This is an optimization exercise on Yosys and OpenROAD, whose aim is small area and few clock cycles per item, not a production implementation. Function was not checked in any run shown here: the RTL went through the layout flow alone.

==> flow/design.v, too long to show whole: its modules and the start of the top module <==
// module joinC: 15 lines
// module OEHB: 26 lines
// module mul_comb: 633 lines
// module fa_cell: 4 lines
// module ha_cell: 4 lines
// module mul_op: 22 lines
module mul_op #(parameter INPUTS = 2,
		parameter OUTPUTS = 1,
		parameter DATA_IN_SIZE = 32,
		parameter DATA_OUT_SIZE = 32)
		(
		input clk,
		input rst,
		input [INPUTS * (DATA_IN_SIZE)- 1 : 0]data_in_bus,
		input [INPUTS - 1 : 0]valid_in_bus,
		output [INPUTS - 1 : 0] ready_in_bus,
		output [OUTPUTS * (DATA_OUT_SIZE) - 1 : 0]data_out_bus,
		output [OUTPUTS - 1 : 0]valid_out_bus,
		input 	[OUTPUTS - 1 : 0] ready_out_bus
);
  // ...
==> flow/run.sh <==
#!/bin/bash
# synth_recipe.tcl (not shown) runs the flow's synth.tcl, then flattens the netlist and writes it again
# the make line also repeats each setting of config.mk as NAME=value (left out here)
make -C /OpenROAD-flow-scripts/flow DESIGN_CONFIG=/design/flow/config.mk WORK_HOME=/design/flow/orfs CLKGATE_MAP_FILE= SYNTH_SCRIPT=/design/flow/synth_recipe.tcl finish
==> flow/config.mk <==
export PLATFORM = sky130hd
export DESIGN_NAME = mul_op
export DESIGN_NICKNAME = mul_op
export VERILOG_FILES = /design/flow/design.v
export SDC_FILE = /design/flow/constraint.sdc
export NUM_CORES = 4
export LEC_CHECK = 0
export ABC_AREA = 1
export CAP_MARGIN = 20
export CORE_MARGIN = 2
export CORE_UTILIZATION = 40
export SLEW_MARGIN = 20
export SYNTH_HIERARCHICAL = 1
==> flow/constraint.sdc <==
create_clock -name core_clock -period 8.0 [get_ports {clk}]
set_input_delay 1.6000 -clock core_clock [delete_from_list [all_inputs] [get_ports {clk}]]
set_output_delay 1.6000 -clock core_clock [all_outputs]
set_load 0.01 [all_outputs]
==> impl_metrics.tcl, run 1 <==
set metrics [dict create \
    clock_tree.buffer_depth 2 \
    tritoncts_clock_tree "built" \
    ios 104 \
    multi_input_comb_cells 1206 \
    synth-adder-area-share_pct 35.9 \
    run_status "timing/DRC/antenna clean" \
    r2r-start "oehb_buffer.valid_out_bus" \
    post_synth_instance_area_sq_um 12500 \
    layout.core_utilization_pct 46.0 \
    post_layout_nonfiller_instances 1970 \
    ff2ff_path_depth 1 \
    wirelength_met1_um 16900 \
    synth_most_common_cell "xor2_1" \
    areaGrowthSynthToFinish_pct 13.0 \
    die-height_um 181 \
    detailedRoute.firstIterationViolations 950 \
    top_usage_layer "met2" \
    yosys.cell_types.count 41 \
    relative_area_of_non_clock_buffer_cells_in_the_final_design_pct 10.4 \
    cpMaxStageDelayCell "clkdlybuf4s50_1" \
    remaining_drc_errors 0 \
    final_hold_slack_ns 1.01 \
    min_path_type "flop to flop" \
    num-nonclk-inverters 163 \
    postLayoutSetupSlackWorst_ns 0.628 \
    postCtsSetupBuffers 0 \
]
==> inputs of run 2 (changes only) <==
--- a/flow/config.mk
+++ b/flow/config.mk
@@ -8,6 +8,6 @@
 export ABC_AREA = 1
-export CAP_MARGIN = 20
+export CAP_MARGIN = 0
 export CORE_MARGIN = 2
-export CORE_UTILIZATION = 40
-export SLEW_MARGIN = 20
+export CORE_UTILIZATION = 65
+export SLEW_MARGIN = 0
 export SYNTH_HIERARCHICAL = 1
==> run 2 against run 1 <==
Compared with the run above:
- still clean on timing, DRC and antenna
- global-route usage is 15 points higher
- first-iteration DRC count is 38% higher
- area after synthesis stayed put
- die area is 38% lower
- sequential share of layout area is 0.052 points higher
- largest cell class unchanged
==> impl_metrics.tcl, run 2 <==
set metrics [dict create \
    synth-seq-cells 33 \
    arrival_ns 7.44 \
    cts-root-buf "clkbuf_16" \
    remaining_drc_errors 0 \
    final_cell_mix "xor2_1, o22ai_1, nand2_1" \
    maxClockFrequency_ghz 0.135 \
    cts.hold.buffers_added 0 \
    setup_total_negative_slack_ns 0 \
    netlist_top_cells_area "fa_1, xor2_1, o22ai_1" \
    worst_setup_path_end_kind "flop" \
    cts-buffers-inserted 5 \
    post_drt_via_cell_ratio 6.43 \
    rsz0062_at_grt "no" \
    post_synth_instance_area_sq_um 12500 \
    rows 50 \
    track_usage_pct 38.2 \
    finalInstanceArea_sq_um 14100 \
    setup.worst_path.start_class "input port" \
    worst_r2r_endpoint "oehb_buffer.data_reg[12]" \
    synth_most_common_cell "xor2_1" \
    ff2ff_path_depth 1 \
    half_perimeter_wire_length_of_the_detailed_placement_result_um 30700 \
    ys_seq_area_share_pct 7.87 \
    number_of_global_route_vias_before_repair 11500 \
    grt_start_max_net_pins 36 \
    setup_violations 0 \
    horizontal_die_dimension_um 143 \
    fin_crit_ns 7.40 \
    hp-start "oehb_buffer.valid_out_bus" \
    postSynthAreaPerCell_sq_um 8.29 \
    post_route_cells_drive_above_1_share_pct 6.71 \
    timing.setup.critical_path_class "input port to flop" \
    mostFrequentLayoutCell "xor2_1" \
    max_cap_viols 0 \
    synth-edff-count 32 \
    yosysWarnings 7 \
    ios 104 \
    ffs_w_async_s_r_synth_pct 3.03 \
    worst_setup_hold_path_clk_slew_ns 0.05 \
    firstDrtPassIters 6 \
    min_path_type "flop to flop" \
    post_layout_nonfiller_instances 1840 \
    worst-slew-pin-transition_ns 0.842 \
    endpoint "oehb_buffer.data_reg[31]" \
    cts_num_sinks 33 \
    r2r-start "oehb_buffer.valid_out_bus" \
    ant_nets 0 \
    layout.core_utilization_pct 74.6 \
    grt_pass1_wl_um 60400 \
    rel_slew_slack_pct 43.5 \
    port_buffers 103 \
    initial_core_utilization_pct 66.5 \
    synth.cells.most_frequent "xor2_1, o22ai_1, nand2_1" \
    count_of_h_tree_levels_built_during_cts 2 \
    run_status "timing/DRC/antenna clean" \
    die-height_um 143 \
    routed_wire_length_per_instance_um 20.7 \
    clk-insertion-delay-late_ns 0.28 \
    antenna_found_initial 0 \
    startpoint "data_in_bus[43]" \
    largest_register_ffs 32 \
    areaGrowthSynthToFinish_pct 12.2 \
    die_area_sq_um 20400 \
    detail_route.wirelength_um 38200 \
    core_area_sq_um 18800 \
    detailedRoute.firstIterationViolations 1313 \
    maxSlewViolCount 0 \
    cts.repair.resized 0 \
    yosys.cell_types.count 41 \
    vias 11800 \
    clock_tree.buffer_depth 2 \
    gr-total-overflow 0 \
    final_hold_viol_count 0 \
    reg2reg_setup_slack_ns 6.64 \
    design.final.nets 1889 \
    synth.net_count 1822 \
    worstPathMaxFanout 12 \
    timing.critical_path.required_ns 8.04 \
    numPlacedInstances 1832 \
    postSynthCellCount 1512 \
    gp_routability_congestion 1.01 \
    timing.final.crit_share_pct 92.5 \
    clock-skew-final_ns 0.00505 \
    dpl_cell_area_sq_um 13900 \
    postCtsSetupBuffers 0 \
    post-synth-top-area-cell "fa_1" \
    antenna-diode-count 0 \
    tritoncts_clock_tree "built" \
    ys_dominant_reg_cell "edfxtp_1" \
    synth.top_cell.area_share_pct 31.5 \
]
==> run 2: cell types whose count changed in the layout (fill, tap and decap cells not counted) <==
cell        delta
clkinvlp_4     +1
clkbuf_1       -2
buf_4          +6
clkbuf_8       -1
clkinv_1       +1
bufinv_16      +1
==> run 2: cell families (layout without fill, tap and decap cells) <==
logic type | after synthesis | count (layout) | synth area share (%)
flops | 33 | 33 | 7.87
simple gates | 349 | 349 | 11.5
fa+ha+maj | 241 | 241 | 35.9
buf+inv | 273 | 341 | 8.76
xor+xnor | 283 | 283 | 19.8
compound gates | 333 | 333 | 16.2
==> run 2: routing by layer <==
metal  routed length [um]  up-vias  track usage (%)
met4                 1610        0             16.1
met3                 4620      148             7.01
li1                     -     5171                -
met2                17400      858             60.8
met5                    0        -                0
met1                14500     5649             51.7
==> run 2: metrics by stage <==
stage | hold slack, ns | setup slack, ns
floorplan | 0.922 | 1.30
global placement | 0.979 | 0.580
detailed placement | 1.02 | 0.407
CTS | 1.03 | 0.718
global route | 1.10 | 0.340
finish | 1.02 | 0.598
==> run 2: worst min path at each step <==
stage	endpoint	slack, ns	cells after the start
2_1_floorplan	oehb_buffer.valid_out_bus	0.92	2
3_3_place_gp	oehb_buffer.valid_out_bus	0.98	2
3_5_place_dp	oehb_buffer.valid_out_bus	1.02	2
4_1_cts	oehb_buffer.valid_out_bus	1.03	2
5_1_grt	oehb_buffer.valid_out_bus	1.10	2
6_report	oehb_buffer.valid_out_bus	1.02	2
==> run 2: critical path, cell delays in order <==
cell	delay, ns
clkdlybuf4s50_1	0.69
inv_2	0.10
nand2_1	0.10
nand2_1	0.28
o22ai_1	0.25
xor2_1	0.23
fa_1	0.49
fa_1	0.58
fa_1	0.45
fa_1	0.43
fa_1	0.56
fa_1	0.42
ha_1	0.33
inv_1	0.09
nor3_1	0.27
nand2_1	0.10
inv_1	0.08
nand4_1	0.09
nand2_1	0.10
inv_1	0.05
nand3_1	0.08
nand2_1	0.05
==> run 2: per-module statistics from Yosys, one instance, submodules excluded, a selection <==
module    copies in the design  area, sq um
mul_comb                     1         7400
fa_cell                    196         20.0
ha_cell                     14         12.5
==> run 2: final cells by class <==
| cell class | instances | area (sq um) |
|---|---|---|
| clock buffer | 5 | 125 |
| timing repair buffer | 170 | 1520 |
| sequential | 33 | 986 |
| clock inverter | 3 | 41.3 |
| tap | 260 | 325 |
| inverter | 163 | 612 |
| multi-input combinational | 1206 | 10400 |
| fill | 1509 | 4780 |

## static timing again, ports no longer ideal
How much do the figures lean on ideal ports? The routed layouts below were timed once more, with nothing changed but the port constraints. Step 1 (the two cells are an assumption about what drives the block):
set clk [get_ports {clk}]
set_driving_cell -lib_cell sky130_fd_sc_hd__clkbuf_16 $clk
set_driving_cell -lib_cell sky130_fd_sc_hd__buf_2 [delete_from_list [all_inputs] $clk]
Step 2 also shifts input and output timing later by t, the mid clock arrival at the registers, as if the neighbouring blocks saw the same clock. Three values: ideal, step 1, step 2; two values: the first two.
run | shift t [ns] | slack for setup (ns) | worst hold slack (ns) | slew at the worst register clock pin (ns)
run 1 | 0.313 | 0.628 / 0.641 / 0.328 | 1.012 / 1.012 / 1.012 | 0.05 / 0.05
run 2 | 0.309 | 0.598 / 0.609 / 0.300 | 1.015 / 1.015 / 1.015 | 0.05 / 0.05
After both steps setup and hold are still met in every run listed. For run 1, which loses most, drivers alone change the setup slack by +0.013 ns; drivers and shift together by -0.300 ns.
